Background: an optimization exercise with open tools, aiming at small area. Do not read the settings as production practice.
In this exercise RTL edits were held to simulation tests only and were not proved equivalent to the original.
No activity file was given, so power comes from the tool's default toggle rates.

[flow/config.mk]
export PLATFORM = sky130hd
export DESIGN_NAME = Simple_Processor
export DESIGN_NICKNAME = Simple_Processor
export VERILOG_FILES = /design/flow/design.v
export SDC_FILE = /design/flow/constraint.sdc
export NUM_CORES = 4
export LEC_CHECK = 0
export CAP_MARGIN = 20
export CORE_MARGIN = 2
export CORE_UTILIZATION = 40
export SLEW_MARGIN = 20
[flow/constraint.sdc]
create_clock -name core_clock -period 10.0 [get_ports {clk}]
set_input_delay 2.0000 -clock core_clock [delete_from_list [all_inputs] [get_ports {clk}]]
set_output_delay 2.0000 -clock core_clock [all_outputs]
set_load 0.01 [all_outputs]
[flow/design.v]
`timescale 1ns / 1ps
module fulladder( input logic a, b, cin, output logic s, cout );
    assign s = a ^ b ^ cin;
    assign cout = (a&b) | (a&cin) | (b&cin);
endmodule
`timescale 1ns / 1ps
module mux2( input logic s, input logic [3:0] in1, in0, output logic [3:0] y );
    assign y = s ? in1 : in0;
endmodule
`timescale 1ns / 1ps
module ALU( input logic [3:0] a, b, input logic [1:0] s, output logic [3:0] Res );
    logic [3:0] op1, op2, op3, op4, cout1, cout2, cout3;
    fulladder additionop1( a[0], b[0], 0, op2[0], cout2[0] );
    fulladder additionop2( a[1], b[1], cout2[0], op2[1], cout2[1] );
    fulladder additionop3( a[2], b[2], cout2[1], op2[2], cout2[2] );
    fulladder additionop4( a[3], b[3], cout2[2], op2[3], cout2[3] );
    fulladder subtraction1( a[0], ~b[0], 1, op3[0], cout3[0] );
    fulladder subtraction2( a[1], ~b[1], cout3[0], op3[1], cout3[1] );
    fulladder subtraction3( a[2], ~b[2], cout3[1], op3[2], cout3[2] );
    fulladder subtraction4( a[3], ~b[3], cout3[2], op3[3], cout3[3] );
    always_comb
        begin
            case( s )
            0: Res = 0;
            1: Res = op2;
            2: Res = op3;
            3: Res = 0;
            endcase
        end
endmodule
`timescale 1ns / 1ps
module RF(input logic clk, wr_en, rst, input logic [2:0] rda1, rda2, wra, input logic [3:0] wrd, output logic [3:0] rdd1 ,rdd2);
    logic [3:0] registerData [7:0];
    logic loadCounter;
    always_ff @( posedge clk or posedge rst )
    begin
        if ( rst )
        begin
          registerData[0]  <= 0;
          registerData[1]  <= 0;
          registerData[2]  <= 0;
          registerData[3]  <= 0;
          registerData[4]  <= 0;
          registerData[5]  <= 0;
          registerData[6]  <= 0;
          registerData[7]  <= 0;
          loadCounter <= 0;
          rdd1 <= 0;
          rdd2 <= 0;
        end
        else
        begin
            if ( wr_en )
                registerData[wra] <= wrd;
            rdd1 <= registerData[rda1];
            rdd2 <= registerData[rda2]; 
        end
    end
endmodule
`timescale 1ns / 1ps
module Data_memory(input logic D_rd, D_wr, clk, reset, input logic [3:0] D_addr, W_data, output logic [3:0] R_data); 
    logic [3:0] data [15:0];
    always_ff @( posedge clk or posedge reset )
    begin
        if ( reset )
        begin
          data[0]  <= 4'h0;
          data[1]  <= 4'h1;
          data[2]  <= 4'h2;
          data[3]  <= 4'h3;
          data[4]  <= 4'h4;
          data[5]  <= 4'h5;
          data[6]  <= 4'h6;
          data[7]  <= 4'h7;
          data[8]  <= 4'h8;
          data[9]  <= 4'h9;
          data[10] <= 4'hA;
          data[11] <= 4'hB;
          data[12] <= 4'hC;
          data[13] <= 4'hD;
          data[14] <= 4'hE;
          data[15] <= 4'hF;
          R_data <= 0;
        end
        else
        begin
            if ( D_wr )
                data[D_addr] <= W_data;
            else if ( D_rd )
                R_data <= data[D_addr];
        end
    end
endmodule
`timescale 1ns / 1ps
module PC(input logic clk, leftBtnDebounce, rst, output logic [2:0] q);
    always_ff @( posedge clk, posedge rst )
    if ( rst )
    begin
        q <= 0;
    end      
    else if ( leftBtnDebounce )
    begin
        q <= q + 1;
    end
endmodule
`timescale 1ns / 1ps
module IR(input logic clk, leftBtnBounce, rst, switchEn, input logic[11:0] d1, d0, output logic [11:0] q);
    always_ff @(posedge clk or posedge rst) 
      if (rst)
        begin
        q <= 0; 
        end
      else
         begin
         if (leftBtnBounce)
         begin
         case( switchEn )
            1: q <= d1;
            0: q <= d0;
        endcase
         end
      end
endmodule
`timescale 1ns / 1ps
module Instruction_Memory( input logic [2:0] rda, output logic [11:0] rdd);
        always_comb
        case ( rda )
        0: rdd = 12'b000_00_001_0010;  
        1: rdd = 12'b000_00_000_0110;  
        2: rdd = 12'b101_010_000_001;  
        3: rdd = 12'b101_011_001_010;  
        4: rdd = 12'b110_100_000_011;  
        5: rdd = 12'b001_00_001_0101;  
        6: rdd = 12'b000_00_110_0101;  
        7: rdd = 12'b101_111_001_110;  
        endcase
endmodule 
`timescale 1ns / 1ps
module Controller(input logic switchEn, clk, reset, leftBtnDebounce, rightBtnDebounce, input logic [11:0] instructions, 
output logic D_rd, D_wr, isExternal,
output logic [1:0] ALUSel, output logic wr_en, output logic [3:0] D_addr, 
output logic [2:0] RF_addr1, RF_addr2, 
RF_waddr ); 
    logic loadCounter;
    always_ff @( posedge clk, posedge reset )
    if ( reset )
    begin
        ALUSel <= 0;
        D_rd <= 0;
        D_wr <= 0;
        isExternal <= 0; 
        wr_en <= 0; 
        D_addr <= 0;
        RF_addr1 <= 0;
        RF_addr2 <= 0;
        RF_waddr <= 0;
        loadCounter <= 0;   
    end
    else 
    begin
        if( (leftBtnDebounce & ~switchEn) | (rightBtnDebounce & switchEn) )
        begin           
            case( instructions[11:9] )
            3'b000:
            begin               
                ALUSel <= 0;
                D_rd <= 1;
                D_wr <= 0;
                isExternal <= 1; 
                wr_en <= 1;
                D_addr <= instructions[3:0];
                RF_waddr <= instructions[6:4];
                case ( loadCounter )
                0:
                begin
                RF_addr1 <= instructions[6:4];
                loadCounter <= 1;
                end
                1:
                begin
                RF_addr2 <= instructions[6:4];
                loadCounter <= 0;
                end
                endcase                 
            end
            3'b001:
            begin                
                ALUSel <= 0;
                D_rd <= 0;
                D_wr <= 1;
                isExternal <= 0; 
                wr_en <= 0; 
                D_addr <= instructions[3:0];
                RF_addr1 <= instructions[6:4];
                loadCounter <= 1;
            end
            3'b101:
            begin
                ALUSel <= 2'b01;
                D_rd <= 0;
                D_wr <= 0;
                isExternal <= 0; 
                wr_en <= 1;
                RF_addr1 <= instructions[2:0];
                RF_addr2 <= instructions[5:3];
                RF_waddr <= instructions[8:6];
            end    
            3'b110:
            begin
                ALUSel <= 2'b10;
                D_rd <= 0;
                D_wr <= 0;
                isExternal <= 0; 
                wr_en <= 1;
                RF_addr1 <= instructions[2:0];
                RF_addr2 <= instructions[5:3];
                RF_waddr <= instructions[8:6]; 
            end
            endcase 
         end
    end
endmodule 
`timescale 1ns / 1ps
module Control_Unit( input logic clk, reset, leftBtnDebounce, rightBtnDebounce, switchEn, input logic [11:0] switch, output logic [3:0] D_addr, 
output logic D_rd, D_wr, output logic [2:0] RF_addr1, RF_addr2, 
RF_waddr, output logic [1:0] ALUSel, output logic isExternal, output logic wr_en);
    logic [2:0] PC_out;
    logic loadCounter, IR_ld;
    logic [11:0] IM_ins, instructions;
    logic [2:0] PC_index;  
    assign IR_ld = 1;
    PC pc( clk, leftBtnDebounce, reset, PC_index );        
    Instruction_Memory ROM( PC_index, IM_ins );
    IR ins_reg( clk, IR_ld , reset, switchEn, switch, IM_ins, instructions );
    Controller controller( switchEn, clk, reset, leftBtnDebounce, rightBtnDebounce, instructions,
    D_rd, D_wr, isExternal, ALUSel, wr_en, D_addr, RF_addr1, RF_addr2, RF_waddr );
endmodule
`timescale 1ns / 1ps
module SevenSegmentDisplay(
    input clk, rst,
    input [3:0] in3, in2, in1, in0,
    output [6:0]seg, output logic dp,
    output [3:0] an
    );
    localparam N = 6;
    logic [N-1:0] count;
    always@ (posedge clk or posedge rst)
        if (rst)
            count <= {N{1'b0}};
        else
            count <= count + 1;
    logic [4:0]digit_val;
    logic [3:0]digit_en;
    always@ (*)
     begin
     digit_en = 4'b1111;
     digit_val = in0;
      case(count[N-1:N-2])
       2'b00 :   
        begin
         digit_val = {1'b0, in0};
         digit_en = 4'b1110;
        end
       2'b01:   
        begin
         digit_val = {1'b0, in1};
         digit_en = 4'b1101;
        end
       2'b10:   
        begin
         digit_val = {1'b0, in2};
         digit_en = 4'b1011;
        end
       2'b11:   
        begin
         digit_val = {1'b0, in3};
         digit_en = 4'b0111;
        end
      endcase
     end
    logic [6:0] sseg_LEDs; 
    always @(*)
     begin 
      sseg_LEDs = 7'b1111111;  
      case( digit_val)
       5'd0 : sseg_LEDs = 7'b1000000;  
       5'd1 : sseg_LEDs = 7'b1111001;  
       5'd2 : sseg_LEDs = 7'b0100100;  
       5'd3 : sseg_LEDs = 7'b0110000;  
       5'd4 : sseg_LEDs = 7'b0011001;  
       5'd5 : sseg_LEDs = 7'b0010010;  
       5'd6 : sseg_LEDs = 7'b0000010;  
       5'd7 : sseg_LEDs = 7'b1111000;  
       5'd8 : sseg_LEDs = 7'b0000000;  
       5'd9 : sseg_LEDs = 7'b0010000;  
       5'd10: sseg_LEDs = 7'b0001000;  
       5'd11: sseg_LEDs = 7'b0000011;  
       5'd12: sseg_LEDs = 7'b1000110;  
       5'd13: sseg_LEDs = 7'b0100001;  
       5'd14: sseg_LEDs = 7'b0000110;  
       5'd15: sseg_LEDs = 7'b0001110;  
       5'd16: sseg_LEDs = 7'b0110111;  
       default : sseg_LEDs = 7'b0111111;  
      endcase
    end
    assign an = digit_en;
    assign seg = sseg_LEDs; 
    assign dp = 1'b1;  
endmodule
module debouncer(input logic clk, input logic rst, input logic btnL,output logic pulse);
    logic [7:0] timer;
    typedef enum logic [1:0]{S0,S1,S2,S3} states;
    states state, nextState;
    logic gotInput;
    always_ff@(posedge clk or posedge rst)
        if (rst)
            state <= S0;
        else
            state <= nextState;
    always_ff@(posedge clk)
        begin    
            if(gotInput)
                timer <= 8'd200;
            else
                timer <= timer - 1;
        end
    always_comb
        case(state)
            S0: if(btnL) 
                begin  
                    nextState = S1;    
                    gotInput = 1;
                end
                else begin nextState = S0; gotInput = 0; end
            S1: begin nextState = S2; gotInput = 0; end
            S2: begin nextState = S3; gotInput = 0; end
            S3: begin if(timer == 0) nextState = S0; else nextState = S3; gotInput = 0; end
            default: begin nextState = S0; gotInput = 0; end
            endcase
    assign pulse = ( state == S1 );
endmodule
module datapathmodule( input logic [3:0] EXTDATA, input logic [2:0] AddrSrc1, AddrSrc2, AddrDest, input logic isExternal, clk, pushButn, rst, input logic [1:0] ALUSel, output [6:0]seg, output logic dp,
    output [3:0] an, output logic [3:0] rdd1);
    logic [3:0] data, rdd2, Res;
    logic pulse; 
    mux2 writeDataSelect( isExternal, EXTDATA, Res, data );
    debouncer bounce( clk, rst, pushButn, pulse );
    RF registerfile( clk, pulse, rst, AddrSrc1, AddrSrc2, AddrDest, data, rdd1, rdd2 );
    ALU aluxd( rdd1, rdd2, ALUSel, Res ); 
    SevenSegmentDisplay display( clk, rst, rdd1, rdd2, 0, Res, seg, dp, an );    
endmodule
`timescale 1ns / 1ps
module Simple_Processor(input logic clk, reset, leftBtn, rightBtn, switchEn, input logic [11:0] switch, output logic [6:0] seg, output logic dp, output logic [3:0] an);
    logic [3:0] D_addr, DataMemRead, rdd1;
    logic [2:0] RF_addr1, RF_addr2, RF_waddr;
    logic [1:0] ALUSel; 
    logic D_rd, D_wr, isExternal, wr_en, leftBtnDebounce, rightBtnDebounce;
    debouncer intstruc_mem_bounce( clk, reset, leftBtn, leftBtnDebounce );
    debouncer switch_bounce( clk, reset, rightBtn, rightBtnDebounce );
    Control_Unit controlUnit( clk, reset, leftBtnDebounce, rightBtnDebounce, switchEn, switch, D_addr, D_rd,D_wr,RF_addr1, RF_addr2, RF_waddr, ALUSel, isExternal, wr_en );    
    Data_memory dataMemory( D_rd, D_wr, clk, reset, D_addr, rdd1 , DataMemRead );                                                                                            
    datapathmodule datapath( DataMemRead, RF_addr1, RF_addr2, RF_waddr, isExternal, clk, wr_en, reset, ALUSel, seg, dp, an, rdd1);
endmodule
[flow/run.sh]
#!/bin/bash
# synth_recipe.tcl (not shown) runs the flow's synth.tcl, then flattens the netlist and writes it again
# the make line also repeats each setting of config.mk as NAME=value (left out here)
make -C /OpenROAD-flow-scripts/flow DESIGN_CONFIG=/design/flow/config.mk WORK_HOME=/design/flow/orfs CLKGATE_MAP_FILE= SYNTH_SCRIPT=/design/flow/synth_recipe.tcl finish
==> impl_metrics.tcl, run 1 <==
set metrics [dict create \
    status "complete, no violations" \
    yosysSeqAreaShare_pct 48.4 \
    power_frac_comb_pct 12.8 \
    dr.pass1.iters 5 \
    wire_per_inst_um 17.0 \
    setup_viol 0 \
    hold_start "datapath.bounce.timer[0]$_SDFF_PP0_" \
    dp.final_hpwl_um 13500 \
    arrival_ps 4140 \
    hp-class "flop to flop" \
    fmax_ghz 0.163 \
    worstHoldPathCells 1 \
    r2r_start "datapath.registerfile.rdd1[0]$_DFF_PP0_" \
    power.total_mw 1.72 \
    synth_edf_count 0 \
    grt_util_met2_pct 28.1 \
    wirelength_um 19700 \
    drive_above_1_share_pct 19.7 \
    first_iter_violations 514 \
    post_synth.cell_area_avg_um2 10.6 \
    sequentialPowerShare_pct 48.5 \
    p_leak_nw 4.28 \
    clock-skew-final_ps 8.66 \
    cp-end-kind "output pin" \
    clockBufferDepth 2 \
    die_height_um 154 \
    diodes 0 \
    p_switching_mw 0.476 \
    io_pins 29 \
    fin_tns_setup_ps 0 \
    internal_power_mw 1.24 \
    syn_inst 854 \
    cts_made_buffers 17 \
    pwr-share-clk_pct 38.7 \
    rsz0062_at_grt "no" \
    grt_pass1_vias 6140 \
    max-vdd-ir-drop_v 0.000116 \
    ant_nets 0 \
    min_to "datapath.bounce.timer[0]$_SDFF_PP0_" \
    clk_latency_ps 440 \
    r2r_slack_ps 6970 \
    fp-row-count 54 \
    cts_setup_buffers 0 \
    post-route-drc-count 0 \
    cts.clk_slew.worst_paths_ps 70 \
    yosysWarnings 14 \
    postCtsHoldBufs 0 \
    netlist_area_um2 9030 \
    die_w_um 154 \
    core_um2 22000 \
    syn_to_final_growth_pct 12.1 \
    start_util_pct 41.1 \
    syn_nets 896 \
    ys.flop_type "dfrtp_1" \
    switching_share_pct 27.8 \
    antenna_found_initial 0 \
    r2r_end "datapath.registerfile.registerData[3][3]$_DFFE_PP0P_" \
    grt_usage_pct 17.7 \
    worstMarginPinSlew_ps 1000 \
    synth-async-reset-ratio_pct 86.5 \
    start_kind "flop" \
    grt-ovfl-total 0 \
    drt-vias-per-instance 5.40 \
    grt-busiest-layer "met2" \
    synth_cell_types 67 \
    cts_resized 0 \
    grt_pass1_wl_um 33200 \
    critical_path_required_ps 8000 \
    port_buffers 27 \
    vias 6244 \
    synth_seq_cells 178 \
    power_density_nw_per_um2 169 \
    hold_viol_final 0 \
    place.gp.congestion 0.841 \
    cts_sinks 178 \
    final_nets 906 \
    fin_util_pct 46.1 \
    setup_ws_ps 3860 \
    slew_viol_final 0 \
    maxSlewHeadroom_pct 33.1 \
    die_area_um2 23800 \
    use_met1_pct 25.2 \
    path_max_fanout 12 \
    htreeDepth 4 \
    cap_violations 0 \
    root_buffer "clkbuf_16" \
    post-route-min-period_ps 6140 \
    pre_cts_ws_ps 4040 \
    r2r_cells 9 \
    hold_ws_ps 446 \
    cts_tree "built" \
    finalCritPeriodShare_pct 61.4 \
    grt_max_degree 79 \
    grt.met3_usage_pct 3.36 \
    worst-setup-path-type "flop to output pin" \
]
-- critical path, stage by stage, from the launching register on --
cell and delay [ps]:
dfrtp_1 580, inv_1 220, ha_1 260, fa_1 420, inv_1 90, fa_1 180
xor3_1 250, nor4b_1 410, o31ai_2 250, or3_1 390, o211ai_1 110, clkdlybuf4s50_1 560
-- state kept, by name, indices dropped and copies added, names as in the netlist, 3 cells and up --
| signal | cells |
|---|---|
| controlUnit.controller.D_addr | 4 |
| controlUnit.controller.RF_addr1 | 3 |
| controlUnit.controller.RF_addr2 | 3 |
| controlUnit.controller.RF_waddr | 3 |
| controlUnit.ins_reg.q | 12 |
| controlUnit.pc.q | 3 |
| dataMemory.R_data | 4 |
| dataMemory.data | 64 |
| datapath.bounce.timer | 8 |
| datapath.display.count | 6 |
| datapath.registerfile.rdd1 | 4 |
| datapath.registerfile.rdd2 | 4 |
| datapath.registerfile.registerData | 32 |
| intstruc_mem_bounce.timer | 8 |
| switch_bounce.timer | 8 |
-- layout by cell type (no fill, tap or decap), types with 3 or more instances in the layout --
cell type	count
dfrtp_1	122
nand2_1	93
mux2_2	89
nor2_1	69
o21ai_0	56
a21oi_1	42
inv_1	32
dfstp_2	32
mux2i_1	31
clkdlybuf4s50_1	27
dfxtp_1	24
ha_1	21
nand3_1	20
xnor2_1	18
clkbuf_16	18
nand2b_1	15
nor2b_1	12
nor3_1	12
mux4_2	10
o22ai_1	8
nand3b_1	7
or3_1	7
nor3b_1	5
and3_1	5
nor4b_1	5
o211ai_1	5
xor2_1	5
clkinvlp_4	5
a22oi_1	4
and2_1	4
nor4_1	4
inv_6	4
fa_1	4
a21o_1	3
a221oi_1	3
clkinv_4	3
buf_4	3
-- cells in the mapped netlist, types with 7 or more instances --
| cell | n | area (um^2) |
|---|---|---|
| a21oi_1 | 42 | 210 |
| clkbuf_1 | 31 | 116 |
| dfrtp_1 | 122 | 3050 |
| dfstp_2 | 32 | 841 |
| dfxtp_1 | 24 | 480 |
| ha_1 | 21 | 263 |
| inv_1 | 33 | 124 |
| mux2_2 | 89 | 1000 |
| mux2i_1 | 31 | 310 |
| mux4_2 | 10 | 225 |
| nand2_1 | 93 | 349 |
| nand2b_1 | 15 | 93.8 |
| nand3_1 | 20 | 100 |
| nand3b_1 | 7 | 52.6 |
| nor2_1 | 69 | 259 |
| nor2b_1 | 12 | 75.1 |
| nor3_1 | 12 | 60.1 |
| o21ai_0 | 56 | 280 |
| o22ai_1 | 8 | 50.1 |
| or3_1 | 7 | 43.8 |
| xnor2_1 | 18 | 158 |
-- power by group through the flow --
stage | registers, mW | logic (mW) | clock network [mW]
2_1_floorplan | 0.811 | 0.177 | 0
6_report | 0.832 | 0.219 | 0.664
5_1_grt | 0.841 | 0.251 | 0.713
3_5_place_dp | 0.843 | 0.220 | 0
4_1_cts | 0.831 | 0.220 | 0.676
3_3_place_gp | 0.843 | 0.217 | 0
-- how the worst max path moves through the flow --
stage	from	to	slack (ps)	cells after the start
after global routing	datapath.registerfile.rdd1[0]$_DFF_PP0_	seg[1]	3570	11
after CTS	datapath.registerfile.rdd1[0]$_DFF_PP0_	seg[6]	3580	11
after floorplan	reset	controlUnit.controller.ALUSel[0]$_DFFE_PP0P_	3900	1
final	datapath.registerfile.rdd1[0]$_DFF_PP0_	seg[1]	3860	11
after global placement	datapath.registerfile.rdd1[0]$_DFF_PP0_	seg[6]	4140	11
after detailed placement	datapath.registerfile.rdd1[0]$_DFF_PP0_	seg[6]	4040	11
-- final cells by class --
class	count	area, um^2
tap	280	350
fill	2021	11800
inverter	34	133
clock inverter	13	125
multi-input combinational	602	4360
sequential	178	4370
timing repair buffer	31	320
clock buffer	19	464
-- routing by layer --
layer | part of all wire (%) | wire, um
met5 | 0 | 0
met4 | 0.99 | 196
met3 | 3.9 | 761
met1 | 48 | 9520
met2 | 47 | 9230
-- cell families after synthesis --
kind of cell	synth area share (%)
fa+ha+maj	3.80
other cells	0.0415
flops	48.4
buf+inv	3.34
mux	17.3
compound gates	10.0
xor+xnor	2.76
simple gates	14.3
-- stage by stage --
| stage | instances | cell area, um^2 |
|---|---|---|
| after floorplan | 854 | 9030 |
| after global routing | 1157 | 10100 |
| after CTS | 1156 | 10100 |
| after detailed placement | 1124 | 9500 |
| final | 1157 | 10100 |
| after global placement | 1124 | 9500 |
==> run 2: changes to the inputs <==
==> flow/design.v (replaced) <==
`timescale 1ns / 1ps
module debouncer(input logic clk, input logic rst, input logic btn, output logic pulse);
    logic b;
    logic [7:0] t;
    logic last;
    assign last = (t & 8'hf5) == 8'h00;
    assign pulse = b & ((t & 8'h7b) == 8'h00);
    always_ff @(posedge clk)
        b <= ~rst & (b ? ~last : btn);
    always_ff @(posedge clk)
        t <= b ? {t[6:0], t[7] ^ t[2]} : 8'h04;
endmodule
module Simple_Processor(input logic clk, reset, leftBtn, rightBtn, switchEn, input logic [11:0] switch, output logic [6:0] seg, output logic dp, output logic [3:0] an);
    logic pL, pR, pW;
    logic [2:0] PC;
    logic [11:0] IR, rom;
    logic w;
    logic [1:0] e;
    logic lc;
    logic [3:0] D_addr;
    logic [2:0] a1, a2, wa;
    logic [3:0] dm [15:0];
    logic [3:0] R_data;
    logic [3:0] rf [7:0];
    logic [3:0] rdd1, rdd2, Res, wd;
    logic [5:0] count;
    logic ld, st, exec;
    debouncer dbL(clk, reset, leftBtn, pL);
    debouncer dbR(clk, reset, rightBtn, pR);
    debouncer dbW(clk, reset, w, pW);
    localparam logic [95:0] ROMV = {12'hBCE, 12'h065, 12'h215, 12'hD03,
                                    12'hACA, 12'hA81, 12'h006, 12'h012};
    assign rom = ROMV[PC*12 +: 12];
    always_ff @(posedge clk)
        if (reset) PC <= 3'd0;
        else if (pL) PC <= PC + 3'd1;
    always_ff @(posedge clk)
        IR <= switchEn ? switch : rom;
    assign exec = switchEn ? pR : pL;
    assign ld = w & (e == 2'b00);
    assign st = (e == 2'b11);
    always_ff @(posedge clk)
        if (reset) begin
            w <= 1'b0; e <= 2'b00; lc <= 1'b0; a1 <= 3'd0; a2 <= 3'd0;
        end else if (exec)
            case (IR[11:9])
                3'b000: begin
                    w <= 1'b1; e <= 2'b00; lc <= ~lc;
                    if (lc) a2 <= IR[6:4]; else a1 <= IR[6:4];
                end
                3'b001: begin
                    w <= 1'b0; e <= 2'b11; lc <= 1'b1; a1 <= IR[6:4];
                end
                3'b101: begin
                    w <= 1'b1; e <= 2'b01; a1 <= IR[2:0]; a2 <= IR[5:3];
                end
                3'b110: begin
                    w <= 1'b1; e <= 2'b10; a1 <= IR[2:0]; a2 <= IR[5:3];
                end
                default: ;
            endcase
    always_ff @(posedge clk)
        if (exec && IR[11:10] == 2'b00) D_addr <= IR[3:0];
    always_ff @(posedge clk)
        if (exec)
            case (IR[11:9])
                3'b000: wa <= IR[6:4];
                3'b101, 3'b110: wa <= IR[8:6];
                default: ;
            endcase
    logic [3:0] rwd;
    assign wd = ld ? R_data : Res;
    assign rwd = wd & {4{~reset}};
    always_ff @(posedge clk)
        for (int i = 0; i < 16; i++)
            if (reset | (st & (D_addr == i)))
                dm[i] <= (rdd1 & {4{~reset}}) | (4'(i) & {4{reset}});
    always_ff @(posedge clk)
        for (int i = 0; i < 8; i++)
            if (reset | (pW & (wa == i)))
                rf[i] <= rwd;
    always_ff @(posedge clk)
        if (reset | ld) R_data <= dm[D_addr] & {4{~reset}};
    always_ff @(posedge clk) begin
        rdd1 <= rf[a1];
        rdd2 <= rf[a2];
    end
    always_comb
        case (e)
            2'b01: Res = rdd1 + rdd2;
            2'b10: Res = rdd1 - rdd2;
            default: Res = 4'd0;
        endcase
    always_ff @(posedge clk)
        if (reset) count <= 6'd0;
        else count <= count + 6'd1;
    logic [3:0] dv;
    always_comb
        case (count[5:4])
            2'b00: begin dv = Res;  an = 4'b1110; end
            2'b01: begin dv = 4'd0; an = 4'b1101; end
            2'b10: begin dv = rdd2; an = 4'b1011; end
            default: begin dv = rdd1; an = 4'b0111; end
        endcase
    always_comb
        case (dv)
            4'd0 : seg = 7'b1000000;
            4'd1 : seg = 7'b1111001;
            4'd2 : seg = 7'b0100100;
            4'd3 : seg = 7'b0110000;
            4'd4 : seg = 7'b0011001;
            4'd5 : seg = 7'b0010010;
            4'd6 : seg = 7'b0000010;
            4'd7 : seg = 7'b1111000;
            4'd8 : seg = 7'b0000000;
            4'd9 : seg = 7'b0010000;
            4'd10: seg = 7'b0001000;
            4'd11: seg = 7'b0000011;
            4'd12: seg = 7'b1000110;
            4'd13: seg = 7'b0100001;
            4'd14: seg = 7'b0000110;
            default: seg = 7'b0001110;
        endcase
    assign dp = 1'b1;
endmodule
--- a/flow/config.mk
+++ b/flow/config.mk
@@ -6,6 +6,8 @@
 export NUM_CORES = 4
 export LEC_CHECK = 0
+export ABC_AREA = 1
 export CAP_MARGIN = 20
 export CORE_MARGIN = 2
-export CORE_UTILIZATION = 40
+export CORE_UTILIZATION = 60
+export CTS_BUF_LIST = sky130_fd_sc_hd__clkbuf_8
 export SLEW_MARGIN = 20
==> run 2 against run 1 <==
  * Still clean on timing, DRC and antenna
  * Clock skew grew 1.7 ps
  * Count of clock-buffer cells in the layout unchanged
  * Sequential power is 1% higher
  * Maximum frequency increased by 11%
  * Wire length is 21% lower
  * Sequential share of layout area up 10 points
  * Power shrank 12%
  * First-iteration DRC count shrank 21%
  * Critical endpoint is now seg[3]
  * Largest cell class unchanged
  * Largest power group unchanged
==> impl_metrics.tcl, run 2 <==
set metrics [dict create \
    status "complete, no violations" \
    yosysWarnings 4 \
    place.gp.congestion 0.934 \
    r2r_start "rdd2[0]$_DFF_P_" \
    final_cell_mix "nand2_1 (207), inv_1 (125), edfxtp_1 (107), nor2_1 (68), dfxtp_1 (66)" \
    critical_path_required_ps 8000 \
    antenna_found_initial 0 \
    cts_setup_buffers 0 \
    grt_max_degree 33 \
    largest_reg_flops 64 \
    die_height_um 117 \
    maxSlewHeadroom_pct 28.1 \
    drive_above_1_share_pct 5.40 \
    start_util_pct 61.0 \
    wire_per_inst_um 15.0 \
    p_leak_nw 3.56 \
    htreeDepth 4 \
    clock-skew-final_ps 10.4 \
    post_synth.cell_area_avg_um2 9.28 \
    grt_pass1_wl_um 25300 \
    netlist_area_um2 7670 \
    placed_area_um2 8080 \
    path_max_fanout 5 \
    post-route-min-period_ps 5520 \
    fin_tns_setup_ps 0 \
    final_nets 895 \
    finalInstanceArea_um2 8500 \
    hp-class "flop to flop" \
    synth_edf_count 107 \
    pwr-share-clk_pct 32.8 \
    power_frac_comb_pct 11.4 \
    wirelength_um 15600 \
    grt_usage_pct 24.5 \
    p_switching_mw 0.377 \
    worstMarginPinSlew_ps 1070 \
    arrival_ps 3520 \
    hold_viol_final 0 \
    setup_viol 0 \
    die_area_um2 13700 \
    internal_power_mw 1.13 \
    drt-vias-per-instance 5.40 \
    io_pins 29 \
    syn_inst 826 \
    yosysSeqAreaShare_pct 59.1 \
    die_w_um 117 \
    clk_latency_ps 450 \
    dp.final_hpwl_um 11500 \
    sequentialPowerShare_pct 55.8 \
    root_buffer "clkbuf_8" \
    cts_sinks 173 \
    fmax_ghz 0.181 \
    fp-row-count 41 \
    largestRegisters "dm (64), rf (32), IR (12)" \
    start_kind "flop" \
    ant_nets 0 \
    grt_util_met2_pct 40.7 \
    port_buffers 27 \
    diodes 0 \
    final_common_cell "nand2_1" \
    use_met1_pct 31.6 \
    syn_nets 864 \
    hold_start "dbR.t[3]$_SDFF_PN0_" \
    grt.met3_usage_pct 4.43 \
    syn_to_final_growth_pct 10.8 \
    first_iter_violations 405 \
    cap_violations 0 \
    dr.pass1.iters 5 \
    slew_viol_final 0 \
    vias 5629 \
    netlist.area_leader.share_pct 41.9 \
    ys.flop_type "edfxtp_1" \
    grt_pass1_vias 5285 \
    synthTopCellsByCount "nand2_1 (207), inv_1 (123), edfxtp_1 (107)" \
    ys_top_cells_by_area "edfxtp_1 (42%), dfxtp_1 (17%), nand2_1 (10%), inv_1 (6.0%), nor2_1 (3.3%)" \
    synth_seq_cells 173 \
    cts_made_buffers 17 \
    cp-end-kind "output pin" \
    postCtsHoldBufs 0 \
    rsz0062_at_grt "no" \
    core_um2 12600 \
    synth_cell_types 43 \
    synth.most_common_cell "nand2_1" \
    grt-busiest-layer "met2" \
    cts.clk_slew.worst_paths_ps 80 \
    synth_top_cell_by_area "edfxtp_1" \
    post-route-drc-count 0 \
    max-vdd-ir-drop_v 0.000130 \
    regMostFlops "dm" \
    switching_share_pct 24.9 \
    cts_tree "built" \
    power_density_nw_per_um2 178 \
    finalCritPeriodShare_pct 55.2 \
    clockBufferDepth 2 \
    cts_resized 0 \
    crit_start "rdd2[0]$_DFF_P_" \
    synth-async-reset-ratio_pct 0 \
    worst-setup-path-type "flop to output pin" \
    grt-ovfl-total 0 \
]
[run 2: cell count changes after synthesis, moves of 31 or more]
cell | before | now
dfrtp_1 | 122 | 0
nand2_1 | 93 | 207
edfxtp_1 | 0 | 107
inv_1 | 33 | 123
mux2_2 | 89 | 0
dfxtp_1 | 24 | 66
dfstp_2 | 32 | 0
mux2i_1 | 31 | 0
[run 2: path summary, 6_finish.rpt]
path / to / slack (ps) / cells after the start
setup / recovery: seg[3] / 4480 / 14
hold / removal: dbR.t[4]$_SDFF_PN0_ / 430 / 2
setup reg to reg: rf[1][3]$_DFFE_PP_ / 7440 / 11
hold reg to reg: dbR.t[4]$_SDFF_PN0_ / 430 / 2
[run 2: final cells by class]
cell class	count	area [um^2]
clock buffer	19	262
fill	1004	4070
timing repair buffer	29	285
multi-input combinational	508	2570
tap	172	215
clock inverter	13	146
inverter	128	480
sequential	173	4530
[run 2: cells by family after synthesis]
group                      Yosys count  synth area share, %
and+or+nand+nor                    359                 19.7
buffers and inverters              145                 7.60
AOI/OAI and AO/OA                  125                 9.72
other                                1               0.0489
adders and majority gates           21                 3.52
xor gates and xnor gates             2                0.228
DFF                                173                 59.1
[run 2: routing by layer]
layer / routed length, um / share of wire [%]
met1: 7060 / 45
met2: 7420 / 48
met3: 758 / 4.9
met4: 365 / 2.3
met5: 0 / 0
[run 2: power by group through the flow]
stage	Sequential (mW)	Combinational, mW	Clock, mW
3_3_place_gp	0.859	0.167	0
4_1_cts	0.844	0.172	0.501
5_1_grt	0.850	0.199	0.526
2_1_floorplan	0.850	0.123	0
3_5_place_dp	0.860	0.171	0
6_report	0.844	0.172	0.495
[run 2: stage by stage]
stage | util, % | setup WS [ps] | cells | hold WS [ps] | power (mW)
6_report | 67.6 | 4480 | 1042 | 428 | 1.51
5_1_grt | 67.6 | 4200 | 1042 | 450 | 1.57
4_1_cts | 67.5 | 4470 | 1042 | 428 | 1.52
3_5_place_dp | 64.3 | 4970 | 1010 | 415 | 1.03
3_3_place_gp | 64.2 | 5030 | 1010 | 413 | 1.03
2_1_floorplan | - | 5670 | 826 | 400 | 0.972
[run 2: worst max-delay path, stage by stage, from the launching register on]
cell and delay (ps):
dfxtp_1 390, inv_1 60, ha_1 270, inv_1 40
o21ai_0 270, fa_1 490, nor3_1 250, nor3_2 120
inv_1 130, ha_1 200, nand2_1 90, o21ai_0 80
nand3_1 90, nand2_1 80, clkdlybuf4s50_1 520
==> run 3: changes to the inputs <==
--- a/flow/config.mk
+++ b/flow/config.mk
@@ -10,4 +10,4 @@
 export CORE_MARGIN = 2
 export CORE_UTILIZATION = 60
-export CTS_BUF_LIST = sky130_fd_sc_hd__clkbuf_8
+export CTS_BUF_LIST = sky130_fd_sc_hd__clkbuf_4 sky130_fd_sc_hd__clkbuf_8
 export SLEW_MARGIN = 20
==> run 3 against run 2 <==
  * Clock power grew 1%
  * Count of clock-buffer cells in the layout is 2 higher
  * Register-to-register slack about the same
  * Non-clock buffer count is the same
  * Combinational power about the same
  * Worst hold slack about the same
  * Sequential share of layout area is essentially flat
  * Clock skew about the same
  * Maximum frequency hardly changed
  * Synthesized area is the same
==> impl_metrics.tcl, run 3 <==
set metrics [dict create \
    slew_viol_final 0 \
    final_common_cell "nand2_1" \
    finalInstanceArea_um2 8500 \
    post-route-drc-count 0 \
    antenna_found_initial 0 \
    io_pins 29 \
    max_stage_delay_ps 520 \
    fin_tns_setup_ps 0 \
    critical_path_required_ps 8000 \
    cts_sinks 173 \
    synth_seq_cells 173 \
    r2r_end "rf[1][3]$_DFFE_PP_" \
    synth.most_common_cell "nand2_1" \
    cp-end-kind "output pin" \
    p_switching_mw 0.376 \
    ys_top_cells_by_area "edfxtp_1 (42%), dfxtp_1 (17%), nand2_1 (10%), inv_1 (6.0%), nor2_1 (3.3%)" \
    core_um2 12600 \
    hold_viol_final 0 \
    synth_cell_types 43 \
    cts_tree "built" \
    rsz0062_at_grt "no" \
    max-vdd-ir-drop_v 0.000130 \
    power_density_nw_per_um2 178 \
    worstMarginPinSlew_ps 1080 \
    clk_latency_ps 450 \
    yosysSeqAreaShare_pct 59.1 \
    dp.final_hpwl_um 11500 \
    die_area_um2 13700 \
    clockBufferDepth 2 \
    grt_max_degree 33 \
    largestRegisters "dm (64), rf (32), IR (12)" \
    switching_share_pct 24.8 \
    cp_cell_sequence "inv_1 -> ha_1 -> inv_1 -> o21ai_0 -> fa_1 -> nor3_1 -> nor3_2 -> inv_1 -> ha_1 -> nand2_1 -> o21ai_0 -> nand3_1 -> nand2_1 -> clkdlybuf4s50_1" \
    die_height_um 117 \
    largest_reg_flops 64 \
    cts_setup_buffers 0 \
    dr.pass1.iters 5 \
    final_cell_mix "nand2_1 (207), inv_1 (123), edfxtp_1 (107), nor2_1 (68), dfxtp_1 (66)" \
    placed_area_um2 8080 \
    netlist.area_leader.share_pct 41.9 \
    p_leak_nw 3.56 \
    cts.clk_slew.worst_paths_ps 80 \
    cap_violations 0 \
    synth_edf_count 107 \
    post_synth.cell_area_avg_um2 9.28 \
    post-route-min-period_ps 5520 \
    synth-async-reset-ratio_pct 0 \
    cts_resized 0 \
    internal_power_mw 1.14 \
    critical_path.endpoint "seg[3]" \
    sequentialPowerShare_pct 55.6 \
    yosysWarnings 4 \
    ys.flop_type "edfxtp_1" \
    grt_pass1_wl_um 25300 \
    syn_to_final_growth_pct 10.9 \
    r2r_slack_ps 7430 \
    clock-skew-final_ps 10.8 \
    port_buffers 27 \
    netlist_area_um2 7670 \
    path_max_fanout 5 \
    finalCritPeriodShare_pct 55.2 \
    fp-row-count 41 \
    drt-vias-per-instance 5.41 \
    hp-class "flop to flop" \
    status "complete, no violations" \
    setup_viol 0 \
    die_w_um 117 \
    first_iter_violations 522 \
    power_frac_comb_pct 11.3 \
    wirelength_um 15600 \
    syn_nets 864 \
    syn_inst 826 \
    maxSlewHeadroom_pct 27.0 \
    synth_top_cell_by_area "edfxtp_1" \
    cts_made_buffers 17 \
    htreeDepth 4 \
    wire_per_inst_um 15.0 \
    worst-setup-path-type "flop to output pin" \
    fmax_ghz 0.181 \
    grt_pass1_vias 5294 \
    r2r_start "rdd2[0]$_DFF_P_" \
    root_buffer "clkbuf_8" \
    pwr-share-clk_pct 33.0 \
    synthTopCellsByCount "nand2_1 (207), inv_1 (123), edfxtp_1 (107)" \
    postCtsHoldBufs 0 \
    start_util_pct 61.0 \
    final_nets 895 \
    grt-ovfl-total 0 \
    start_kind "flop" \
    grt_usage_pct 24.5 \
    vias 5635 \
    drive_above_1_share_pct 5.63 \
    crit_start "rdd2[0]$_DFF_P_" \
    ant_nets 0 \
    place.gp.congestion 0.934 \
    diodes 0 \
    cpMostUsedCell "inv_1" \
    critPathSlowestCell "clkdlybuf4s50_1" \
    arrival_ps 3520 \
    regMostFlops "dm" \
    r2r_cells 11 \
]
run 3: cell type report:
type,instances,area [um^2]
Fill cell,999,4060
Clock inverter,11,139
Sequential cell,173,4530
Tap cell,172,215
Inverter,128,480
Multi-Input combinational cell,508,2570
Clock buffer,21,277
Timing Repair Buffer,29,285
run 3: how the worst min path moves through the flow:
stage / from / to / slack, ps / cells past startpoint
after floorplan: dbR.t[1]$_SDFF_PN0_ / dbR.t[2]$_SDFF_PN1_ / 400 / 2
final: dbR.t[3]$_SDFF_PN0_ / dbR.t[4]$_SDFF_PN0_ / 430 / 2
after global placement: dbL.t[6]$_SDFF_PN0_ / dbL.t[7]$_SDFF_PN0_ / 410 / 2
after detailed placement: dbR.t[1]$_SDFF_PN0_ / dbR.t[2]$_SDFF_PN1_ / 420 / 2
after global routing: dbR.t[1]$_SDFF_PN0_ / dbR.t[2]$_SDFF_PN1_ / 450 / 2
after CTS: dbR.t[3]$_SDFF_PN0_ / dbR.t[4]$_SDFF_PN0_ / 430 / 2
run 3: logic make-up after synthesis:
group	Yosys count	synth area share, %
and+or+nand+nor	359	19.7
DFF	173	59.1
buffers and inverters	145	7.60
AOI/OAI and AO/OA	125	9.72
adders and majority gates	21	3.52
xor gates and xnor gates	2	0.228
other	1	0.0489
run 3: worst max-delay path: cells and delay by family, from the launching register on:
family	cells	cell delay [ps]
fa+ha+maj	3	960
buf+inv	4	750
simple gates	5	640
flops	1	380
compound gates	2	350
run 3: metal layers:
metal / up-vias / wire, um / share of wire, % / global-route usage (%)
li1: 2819 / - / - / -
met1: 2597 / 7030 / 45 / 31.6
met2: 188 / 7330 / 47 / 40.8
met3: 31 / 903 / 5.8 / 4.43
met4: 0 / 383 / 2.4 / 11.0
met5: - / 0 / 0 / 0
run 3: power groups by stage:
stage / registers, mW / clock network (mW) / logic (mW)
detailed placement: 0.860 / 0 / 0.171
floorplan: 0.850 / 0 / 0.123
CTS: 0.844 / 0.509 / 0.172
global placement: 0.859 / 0 / 0.167
global route: 0.850 / 0.534 / 0.199
finish: 0.844 / 0.502 / 0.172
run 3: metrics by stage:
stage               setup WS, ps  hold WS (ps)  cells  total power, mW  util (%)
floorplan                   5670           400    826            0.972         -
global placement            5030           413   1010             1.03      64.2
detailed placement          4970           415   1010             1.03      64.3
CTS                         4470           426   1042             1.53      67.6
global route                4200           450   1042             1.58      67.7
finish                      4480           429   1042             1.52      67.7
==> run 4: changes to the inputs <==
--- a/flow/config.mk
+++ b/flow/config.mk
@@ -9,5 +9,4 @@
 export CAP_MARGIN = 20
 export CORE_MARGIN = 2
-export CORE_UTILIZATION = 60
-export CTS_BUF_LIST = sky130_fd_sc_hd__clkbuf_4 sky130_fd_sc_hd__clkbuf_8
+export CORE_UTILIZATION = 40
 export SLEW_MARGIN = 20
==> run 4 against run 3 <==
  * Highest routed layer unchanged
  * Sequential share of layout area down 1.6 points
  * Maximum frequency up 0.68%
  * Synthesized cell count unchanged
  * Count of clock-buffer cells in the layout unchanged
  * Still clean on timing, DRC and antenna
  * Design area up 3.0%
  * Clock power up 31%
  * Largest power group unchanged
  * Wire length up 0.95%
  * First-iteration DRC count down 28%
  * Combinational power about the same
==> impl_metrics.tcl, run 4 <==
set metrics [dict create \
    path_max_fanout 5 \
    syn_inst 826 \
    dr.pass1.iters 5 \
    hold_viol_final 0 \
    io_pins 29 \
    cap_violations 0 \
    htreeDepth 4 \
    hp-class "flop to flop" \
    diodes 0 \
    wire_per_inst_um 14.3 \
    synth-async-reset-ratio_pct 0 \
    final_common_cell "nand2_1" \
    fp-row-count 50 \
    fin_tns_setup_ps 0 \
    p_leak_nw 3.66 \
    r2r_cells 12 \
    netlist.area_leader.share_pct 41.9 \
    critical_path.endpoint "seg[3]" \
    ys.flop_type "edfxtp_1" \
    start_util_pct 40.9 \
    grt_pass1_vias 5333 \
    port_buffers 27 \
    clock-skew-final_ps 8.44 \
    setup_viol 0 \
    critical_path_required_ps 8000 \
    core_um2 18800 \
    yosysWarnings 4 \
    p_switching_mw 0.416 \
    yosysSeqAreaShare_pct 59.1 \
    status "complete, no violations" \
    drive_above_1_share_pct 5.75 \
    fmax_ghz 0.182 \
    cts.clk_slew.worst_paths_ps 70 \
    vias 5558 \
    sequentialPowerShare_pct 50.4 \
    maxSlewHeadroom_pct 28.0 \
    post-route-min-period_ps 5480 \
    dp.final_hpwl_um 11600 \
    synthTopCellsByCount "nand2_1 (207), inv_1 (123), edfxtp_1 (107)" \
    max-vdd-ir-drop_v 0.000115 \
    netlist_area_um2 7670 \
    syn_nets 864 \
    grt_pass1_wl_um 26100 \
    post_synth.cell_area_avg_um2 9.28 \
    arrival_ps 3480 \
    crit_start "rdd2[0]$_DFF_P_" \
    die_area_um2 20300 \
    slew_viol_final 0 \
    internal_power_mw 1.26 \
    cp-end-kind "output pin" \
    ant_nets 0 \
    power_frac_comb_pct 10.3 \
    fin_util_pct 46.7 \
    largestRegisters "dm (64), rf (32), IR (12)" \
    synth-xor-area-share_pct 0.228 \
    die_w_um 142 \
    grt-ovfl-total 0 \
    clockBufferDepth 2 \
    grt_usage_pct 16.5 \
    r2r_end "rf[5][3]$_DFFE_PP_" \
    r2r_start "rdd2[0]$_DFF_P_" \
    synthMuxAreaShare_pct 0 \
    stdcell_count 1104 \
    synth.most_common_cell "nand2_1" \
    r2r_slack_ps 7250 \
    dp.cells 1072 \
    switching_share_pct 24.8 \
    cts_tree "built" \
    start_kind "flop" \
    synth_top_family_by_area "simple AND/OR/NAND/NOR gates" \
    postCtsHoldBufs 0 \
    synth_top_cell_by_area "edfxtp_1" \
    wirelength_um 15800 \
    antenna_found_initial 0 \
    regMostFlops "dm" \
    syn_to_final_growth_pct 14.3 \
    final_nets 895 \
    synth_edf_count 107 \
    finalCritPeriodShare_pct 54.8 \
    first_iter_violations 375 \
    die_height_um 142 \
    synth_compound_area_share_pct 9.72 \
    root_buffer "clkbuf_16" \
    synth_seq_cells 173 \
    worstMarginPinSlew_ps 1070 \
    worst-setup-path-type "flop to output pin" \
    place.gp.congestion 0.908 \
    pwr-share-clk_pct 39.4 \
    cts_resized 0 \
    largest_reg_flops 64 \
    synth_adder_area_share_pct 3.52 \
    grt_max_degree 41 \
    synth_simple_gate_area_share_pct 19.7 \
    cts_sinks 173 \
    rsz0062_at_grt "no" \
    clk_latency_ps 430 \
    synth_cell_types 43 \
    cts_setup_buffers 0 \
    post-route-drc-count 0 \
    cts_made_buffers 17 \
    drt-vias-per-instance 5.03 \
    ys_top_cells_by_area "edfxtp_1 (42%), dfxtp_1 (17%), nand2_1 (10%), inv_1 (6.0%), nor2_1 (3.3%)" \
    final_cell_mix "nand2_1 (207), inv_1 (123), edfxtp_1 (107), nor2_1 (68), dfxtp_1 (66)" \
    power_density_nw_per_um2 191 \
]
## run 4: cell counts after synthesis
No cell type changed its count.
## run 4: per-stage QoR
step | hold slack [ps] | area, um^2 | setup WS [ps] | power [mW]
2_1_floorplan | 400 | 7670 | 5670 | 0.972
6_report | 426 | 8760 | 4520 | 1.68
3_3_place_gp | 413 | 8140 | 5000 | 1.03
4_1_cts | 426 | 8760 | 4490 | 1.69
3_5_place_dp | 418 | 8140 | 4960 | 1.03
5_1_grt | 450 | 8760 | 4250 | 1.75
## run 4: how the worst min path moves through the flow
| stage | start | to | slack [ps] | cells past startpoint |
|---|---|---|---|---|
| final | dbR.t[5]$_SDFF_PN0_ | dbR.t[6]$_SDFF_PN0_ | 430 | 2 |
| after CTS | dbR.t[3]$_SDFF_PN0_ | dbR.t[4]$_SDFF_PN0_ | 430 | 2 |
| after global routing | IR[0]$_DFF_P_ | D_addr[0]$_DFFE_PP_ | 450 | 0 |
| after global placement | dbL.t[6]$_SDFF_PN0_ | dbL.t[7]$_SDFF_PN0_ | 410 | 2 |
| after detailed placement | dbL.t[6]$_SDFF_PN0_ | dbL.t[7]$_SDFF_PN0_ | 420 | 2 |
| after floorplan | dbR.t[1]$_SDFF_PN0_ | dbR.t[2]$_SDFF_PN1_ | 400 | 2 |
## run 4: logic make-up (layout without fill, tap and decap cells)
logic type               count (synthesis)  in the layout
adder cells (fa/ha/maj)                 21             21
AO/OA/AOI/OAI                          125            125
XOR/XNOR                                 2              2
buffers and inverters                  145            189
flip-flops                             173            173
other                                    1              1
AND/OR/NAND/NOR                        359            359
## run 4: worst max-delay path, stage by stage (launching register included)
cell and delay (ps):
dfxtp_1 390, inv_1 60, ha_1 270, inv_1 30, o21ai_0 310, fa_1 490
nor3_1 220, nor3_2 110, inv_1 140, ha_1 160, inv_1 40, o21ai_0 150
nand3_1 90, nand2_1 70, clkdlybuf4s50_1 520
## run 4: power by group through the flow
stage	Combinational [mW]	Clock [mW]	Sequential, mW
5_1_grt	0.197	0.705	0.850
4_1_cts	0.173	0.672	0.844
6_report	0.172	0.660	0.844
2_1_floorplan	0.123	0	0.850
3_5_place_dp	0.172	0	0.860
3_3_place_gp	0.171	0	0.859
## run 4: layer usage
layer | share of wire [%] | wire (um) | vias up | global-route usage, %
met5 | 0 | 0 | - | 0
met4 | 1.8 | 279 | 0 | 6.36
met3 | 3.7 | 587 | 18 | 3.73
met2 | 46 | 7210 | 111 | 25.9
met1 | 49 | 7710 | 2596 | 22.3
li1 | - | - | 2833 | -
## run 4: area by class of cell
cell class	count	area (um^2)
multi-input combinational	508	2560
tap	234	293
sequential	173	4530
clock inverter	11	86.3
timing repair buffer	29	285
inverter	128	480
clock buffer	21	526
fill	1792	10000
==> run 5: changes to the inputs <==
==> flow/flow/run.sh (new file) <==
#!/bin/bash
# Own layout flow: the standard synthesis, then the combinational logic
# (not the registers, which keep their cells and names) is mapped again with
# an area-oriented ABC script, then the standard layout steps run on that
# netlist, with the smallest buffer on the ports. Each tool's output is kept
# in a log file of its own in the work folder.
set -euo pipefail
W=$PWD
F=$W/flow
R=$W/orfs/results/${FLOW_PLATFORM:-sky130hd}/Simple_Processor/base
LIB=$FLOW_HOME/platforms/sky130hd/lib/sky130_fd_sc_hd__tt_025C_1v80.lib
YOSYS=${YOSYS_EXE:-$(command -v yosys || echo /OpenROAD-flow-scripts/tools/install/yosys/bin/yosys)}

bash standard.sh synth > $W/flow_synth.log 2>&1

# cells the platform does not allow
DU=""
for c in $(sed -n '/DONT_USE_CELLS += /,/^$/p' $FLOW_HOME/platforms/sky130hd/config.mk | tr -d '\\' | grep -o 'sky130[a-z0-9_]*'); do
  DU="$DU -dont_use $c"
done

cp $R/1_2_yosys.v $W/standard_1_2_yosys.v
cat > $W/remap.ys <<Y
read_liberty -ignore_miss_func $LIB
delete sky130_fd_sc_hd__df* sky130_fd_sc_hd__edf* sky130_fd_sc_hd__sdf* sky130_fd_sc_hd__sedf* sky130_fd_sc_hd__dlx* sky130_fd_sc_hd__dlr* sky130_fd_sc_hd__lpflow_inputisolatch_1
read_liberty -lib -ignore_redef $LIB
read_verilog $W/standard_1_2_yosys.v
hierarchy -top $FLOW_TOP
flatten
opt -purge
read_liberty -lib -ignore_redef $LIB
abc -script $F/remap.abc -liberty $LIB $DU
opt_clean -purge
setundef -zero
splitnets
opt_clean -purge
hilomap -singleton -hicell sky130_fd_sc_hd__conb_1 HI -locell sky130_fd_sc_hd__conb_1 LO
insbuf -buf sky130_fd_sc_hd__buf_4 A X
check -assert -mapped
stat -liberty $LIB
write_verilog -noattr -nohex -nodec $W/remapped.v
Y
$YOSYS -s $W/remap.ys > $W/flow_remap.log 2>&1
cp $W/remapped.v $R/1_2_yosys.v
touch $R/1_2_yosys.v

bash standard.sh finish "BUFFER_PORTS_ARGS=-buffer_cell sky130_fd_sc_hd__buf_1" > $W/flow_finish.log 2>&1
==> flow/flow/remap.abc (new file) <==
strash; &get -n; &dch; &nf -R 1000 -p; &put; strash; &get -n; &dch; &nf -R 1000 -p; &put; strash; &get -n; &dch; &nf -R 1000 -p; &put
==> flow/standard.sh (new file) <==
#!/bin/bash
# synth_recipe.tcl (not shown) runs the flow's synth.tcl, then flattens the netlist and writes it again
# the make line also repeats each setting of config.mk as NAME=value (left out here)
make -C /OpenROAD-flow-scripts/flow DESIGN_CONFIG=/design/flow/config.mk WORK_HOME=/design/flow/orfs CLKGATE_MAP_FILE= SYNTH_SCRIPT=/design/flow/synth_recipe.tcl "${@:-finish}"
--- a/flow/config.mk
+++ b/flow/config.mk
@@ -9,4 +9,5 @@
 export CAP_MARGIN = 20
 export CORE_MARGIN = 2
-export CORE_UTILIZATION = 40
+export CORE_UTILIZATION = 60
+export CTS_BUF_LIST = sky130_fd_sc_hd__clkbuf_8
 export SLEW_MARGIN = 20
removed: flow/run.sh
==> run 5 against run 4 <==
  * Clock skew up 1.9 ps
  * Combinational power grew 4%
  * Die area shrank 38%
  * Design area fell by 14%
  * Maximum frequency rose by 1.5%
  * Synthesized cell count shrank 31%
  * Critical endpoint unchanged
  * Global-route usage is 7.8 points higher
  * Sequential power increased by 4.1%
==> impl_metrics.tcl, run 5 <==
set metrics [dict create \
    status "complete, no violations" \
    syn_nets 583 \
    arrival_ps 3400 \
    cp-end-kind "output pin" \
    stdcell_count 757 \
    rsz0062_at_grt "no" \
    diodes 0 \
    cts_setup_buffers 0 \
    clock-skew-final_ps 10.4 \
    max-vdd-ir-drop_v 0.000185 \
    drt-vias-per-instance 6.20 \
    yosysWarnings 4 \
    maxSlewHeadroom_pct 30.0 \
    first_iter_violations 491 \
    cap_violations 0 \
    antenna_found_initial 0 \
    dp.final_hpwl_um 10400 \
    dp.cells 725 \
    hold_ws_ps 454 \
    cts_sinks 173 \
    post_synth.cell_area_avg_um2 12.3 \
    clockBufferDepth 2 \
    start_kind "flop" \
    final_common_cell "edfxtp_1" \
    largest_reg_flops 64 \
    finalInstanceArea_um2 7560 \
    grt_max_degree 64 \
    post-route-min-period_ps 5400 \
    p_leak_nw 2.70 \
    grt_pass1_wl_um 23300 \
    fillerInstances 882 \
    cts_tree "built" \
    worst-setup-path-type "flop to output pin" \
    start_util_pct 61.3 \
    setup_ws_ps 4600 \
    worstMarginPinSlew_ps 1050 \
    cts_resized 0 \
    pre_cts_ws_ps 5070 \
    cts.clk_slew.worst_paths_ps 80 \
    dr.pass1.iters 5 \
    largestRegisters "dm (64), rf (32), IR (12)" \
    hold_viol_final 0 \
    finalCritPeriodShare_pct 54.0 \
    core_um2 11400 \
    fin_tns_setup_ps 0 \
    grt-ovfl-total 0 \
    grt_pass1_vias 4478 \
    post-route-drc-count 0 \
    placed_area_um2 7170 \
    path_max_fanout 8 \
    power_density_nw_per_um2 202 \
    syn_to_final_growth_pct 8.49 \
    postCtsHoldBufs 0 \
    regMostFlops "dm" \
    fp-row-count 39 \
    netlist_area_um2 6970 \
    vias 4694 \
    clk_latency_ps 450 \
    grt_usage_pct 24.3 \
    die_area_um2 12500 \
    hp-class "flop to flop" \
    syn_inst 566 \
    htreeDepth 4 \
    drive_above_1_share_pct 5.05 \
    seq_area_um2 4530 \
    place.gp.congestion 0.929 \
    ant_nets 0 \
    wire_per_inst_um 19.1 \
    wirelength_um 14500 \
    root_buffer "clkbuf_8" \
    critical_path_required_ps 8000 \
    die_height_um 112 \
    io_pins 29 \
    die_w_um 112 \
    setup_viol 0 \
    cts_made_buffers 17 \
    multiInputGateArea_um2 2310 \
    port_buffers 27 \
    final_cell_mix "edfxtp_1 (107), dfxtp_1 (66), nor2_1 (44), nand2_1 (34), a22oi_1 (32)" \
    fmax_ghz 0.185 \
    final_nets 618 \
    slew_viol_final 0 \
]
run 5: cell count changes in the layout (fill, tap and decap cells not counted), moves of 20 or more:
cell	change
a22oi_1	+32
clkdlybuf4s50_1	-27
and2_0	+22
o22ai_1	-22
inv_1	-120
clkbuf_8	+20
buf_1	+26
nand3_1	-39
ha_1	-20
nand2_1	-173
nor2_1	-24
clkbuf_16	-21
run 5: where the power goes:
part	switching (mW)	internal (mW)
clock network	0.230	0.240
logic	0.110	0.0687
registers	0.0437	0.835
run 5: final cells by class:
| type | instances | share of cell area, % |
|---|---|---|
| Tap cell | 143 | 2.37 |
| Sequential cell | 173 | 60.0 |
| Inverter | 10 | 0.496 |
| Clock buffer | 20 | 3.64 |
| Clock inverter | 12 | 1.56 |
| Timing Repair Buffer | 28 | 1.46 |
| Multi-Input combinational cell | 371 | 30.5 |
run 5: metal layers:
metal | vias to the layer above | track usage (%) | wire length, um
met5 | - | 0 | 0
met4 | 0 | 9.88 | 388
met3 | 34 | 5.17 | 792
met2 | 161 | 39.2 | 6920
met1 | 2245 | 32.5 | 6370
li1 | 2254 | - | -
run 5: path summary, 6_finish.rpt:
check	startpoint	to	slack [ps]	cells after the start
max	e[0]$_SDFFE_PP0P_	seg[3]	4600	13
min	dbL.t[6]$_SDFF_PN0_	dbL.t[7]$_SDFF_PN0_	450	1
max reg2reg	dbL.t[6]$_SDFF_PN0_	a1[1]$_SDFFE_PP0P_	6500	8
min reg2reg	dbL.t[6]$_SDFF_PN0_	dbL.t[7]$_SDFF_PN0_	450	1
run 5: through the flow:
step / utilization [%] / total power, mW
detailed placement: 63.0 / 1.07
global placement: 63.0 / 1.07
floorplan: - / 1.02
finish: 66.5 / 1.53
global route: 66.5 / 1.59
CTS: 66.5 / 1.54
run 5: worst max-delay path: stages, from the launching register on:
cell and delay, ps:
dfxtp_1 400, nand2b_1 200, nand2_1 80, xor2_1 170
maj3_1 400, maj3_1 380, xnor2_1 160, nand2_1 80
o21ai_0 210, o21ai_0 320, o221ai_1 180, o21ai_0 110
nand2_1 110, buf_1 150
==> run 6: changes to the inputs <==
--- a/flow/flow/run.sh
+++ b/flow/flow/run.sh
@@ -45,3 +45,5 @@
 touch $R/1_2_yosys.v
 
-bash standard.sh finish "BUFFER_PORTS_ARGS=-buffer_cell sky130_fd_sc_hd__buf_1" > $W/flow_finish.log 2>&1
+# layout settings for the standard steps (make variables)
+source $F/params.sh
+bash standard.sh finish "${FINISH_ARGS[@]}" > $W/flow_finish.log 2>&1
==> flow/flow/params.sh (new file) <==
FINISH_ARGS=(
  "BUFFER_PORTS_ARGS=-buffer_cell sky130_fd_sc_hd__buf_1"
  "CTS_ARGS=-sink_clustering_enable -repair_clock_nets -dont_use_dummy_load -buf_list sky130_fd_sc_hd__clkbuf_8"
)
==> run 6 against run 5 <==
  * Combinational power hardly changed
  * Critical path type unchanged
  * Maximum frequency hardly changed
  * Clock skew is 19 ps higher
  * Critical path depth stayed put
  * Flip-flop and latch count stayed put
  * Sequential power hardly changed
  * Utilization is 1.4 points lower
  * Non-clock buffer count stayed put
  * Count of clock-buffer cells in the layout is 3 lower
  * Sequential share of layout area is 1.3 points higher
  * Largest power group unchanged
  * Final cell count is 2.0% lower
  * Wire length is 0.31% lower
==> impl_metrics.tcl, run 6 <==
set metrics [dict create \
    syn_nets 583 \
    status "complete, no violations" \
    hold_viol_final 0 \
    hp-class "flop to flop" \
    postCtsHoldBufs 0 \
    clockBufferDepth 2 \
    grt_pass1_vias 4478 \
    wire_per_inst_um 19.4 \
    placed_area_um2 7170 \
    power_density_nw_per_um2 190 \
    die_area_um2 12500 \
    worstMarginPinSlew_ps 1070 \
    largestRegisters "dm (64), rf (32), IR (12)" \
    diodes 0 \
    clock-skew-final_ps 28.9 \
    syn_to_final_growth_pct 6.21 \
    stdcell_count 742 \
    syn_inst 566 \
    largest_reg_flops 64 \
    ant_nets 0 \
    fmax_ghz 0.185 \
    hold_start "dbL.t[6]$_SDFF_PN0_" \
    dp.cells 725 \
    htreeDepth 4 \
    max_stage_delay_ps 400 \
    post-route-drc-count 0 \
    place.gp.congestion 0.929 \
    die_height_um 112 \
    grt_usage_pct 24.1 \
    root_buffer "clkbuf_8" \
    cts_resized 0 \
    core_um2 11400 \
    netlist_area_um2 6970 \
    fin_tns_setup_ps 0 \
    port_buffers 27 \
    final_nets 618 \
    fin_util_pct 65.1 \
    max-vdd-ir-drop_v 0.000151 \
    cp_cell_sequence "nand2b_1 -> nand2_1 -> xor2_1 -> maj3_1 -> maj3_1 -> xnor2_1 -> nand2_1 -> o21ai_0 -> o21ai_0 -> o221ai_1 -> o21ai_0 -> nand2_1 -> buf_1" \
    dp.final_hpwl_um 10400 \
    cap_violations 0 \
    die_w_um 112 \
    r2r_start "dbL.t[6]$_SDFF_PN0_" \
    dr.pass1.iters 6 \
    post_synth.cell_area_avg_um2 12.3 \
    final_common_cell "edfxtp_1" \
    crit_buf_inv 1 \
    p_leak_nw 2.60 \
    cts_sinks 173 \
    yosysWarnings 4 \
    cts_made_buffers 17 \
    hold_ws_ps 452 \
    crit_start "e[0]$_SDFFE_PP0P_" \
    grt_max_degree 64 \
    drt-vias-per-instance 6.29 \
    arrival_ps 3400 \
    critPathSlowestCell "dfxtp_1" \
    cts_tree "built" \
    fp-row-count 39 \
    final_cell_mix "edfxtp_1 (107), dfxtp_1 (66), nor2_1 (44), nand2_1 (34), a22oi_1 (32)" \
    cp-end-kind "output pin" \
    grt_pass1_wl_um 23100 \
    finalCritPeriodShare_pct 54.0 \
    regMostFlops "dm" \
    post-route-min-period_ps 5400 \
    vias 4669 \
    cts.clk_slew.worst_paths_ps 70 \
    rsz0062_at_grt "no" \
    start_kind "flop" \
    cts_setup_buffers 0 \
    cp_top_family "compound AO/OA/AOI/OAI gates" \
    wirelength_um 14400 \
    setup_viol 0 \
    clk_latency_ps 440 \
    start_util_pct 61.3 \
    first_iter_violations 509 \
    maxSlewHeadroom_pct 28.8 \
    antenna_found_initial 0 \
    critical_path_required_ps 8000 \
    drive_above_1_share_pct 3.17 \
    worst-setup-path-type "flop to output pin" \
    path_max_fanout 8 \
    slew_viol_final 0 \
    finalInstanceArea_um2 7400 \
    io_pins 29 \
    grt-ovfl-total 0 \
]
==> run 6: cell type report <==
cell class	instances	area [um^2]
Sequential cell	173	4530
Timing Repair Buffer	28	110
Tap cell	143	179
Multi-Input combinational cell	371	2310
Fill cell	898	3970
Clock buffer	17	234
Inverter	10	37.5
==> run 6: per-stage QoR <==
step	setup slack, ps	total power, mW
2_1_floorplan	5400	1.02
3_3_place_gp	5170	1.07
3_5_place_dp	5070	1.07
4_1_cts	4570	1.41
5_1_grt	4370	1.46
6_report	4600	1.40
==> run 6: where the power goes <==
| part | switching, mW | leakage (nW) | internal [mW] |
|---|---|---|---|
| combinational | 0.111 | 0.873 | 0.0687 |
| sequential | 0.0435 | 1.60 | 0.836 |
| clock | 0.195 | 0.122 | 0.150 |
| total | 0.349 | 2.60 | 1.05 |
==> run 6: routing by layer <==
| metal | up-vias | part of all wire (%) | track usage, % |
|---|---|---|---|
| li1 | 2243 | - | - |
| met1 | 2220 | 44 | 32.0 |
| met3 | 36 | 5.3 | 5.23 |
| met5 | - | 0 | 0 |
| met2 | 170 | 48 | 38.7 |
| met4 | 0 | 2.5 | 10.4 |
==> run 6: path summary, 6_finish.rpt <==
| path | endpoint | slack (ps) | cells after the start |
|---|---|---|---|
| min reg2reg | dbL.t[7]$_SDFF_PN0_ | 450 | 1 |
| max reg2reg | a1[1]$_SDFFE_PP0P_ | 6510 | 8 |
| min | dbL.t[7]$_SDFF_PN0_ | 450 | 1 |
| max | seg[3] | 4600 | 13 |

==> separate check: timing with driven ports <==
The flow's constraints put no driver on any port. The routed layouts listed below were extracted and timed again, unchanged, in two steps.
Step 1 sets driving cells, clkbuf_16 on the clock port and buf_2 on the other inputs (assumed; they add their load-dependent delay and slew).
Step 2, shift: input delay + t, output delay - t, t = (earliest + latest rising clock arrival at the registers) / 2. This alone moves slack from input paths to output paths.
Three values: ideal, step 1, step 2; two values: the first two.
| run | t (ns) | slack for setup (ns) | worst hold slack (ns) | worst register clock-pin slew, ns | worst slew at a driven data input, ns |
|---|---|---|---|---|---|
| run 1 | 0.475 | 3.857 / 3.817 / 4.292 | 0.446 / 0.446 / 0.446 | 0.07 / 0.07 | 0.04 |
| run 2 | 0.483 | 4.475 / 4.439 / 4.923 | 0.428 / 0.428 / 0.428 | 0.09 / 0.09 | 0.03 |
| run 3 | 0.481 | 4.481 / 4.444 / 4.926 | 0.429 / 0.429 / 0.429 | 0.09 / 0.09 | 0.03 |
| run 4 | 0.466 | 4.518 / 4.475 / 4.941 | 0.426 / 0.426 / 0.426 | 0.07 / 0.07 | 0.04 |
| run 5 | 0.476 | 4.600 / 4.563 / 5.039 | 0.454 / 0.454 / 0.454 | 0.09 / 0.09 | 0.03 |
| run 6 | 0.468 | 4.603 / 4.563 / 5.031 | 0.452 / 0.452 / 0.452 | 0.08 / 0.08 | 0.03 |
After both steps setup and hold are still met in every run listed.
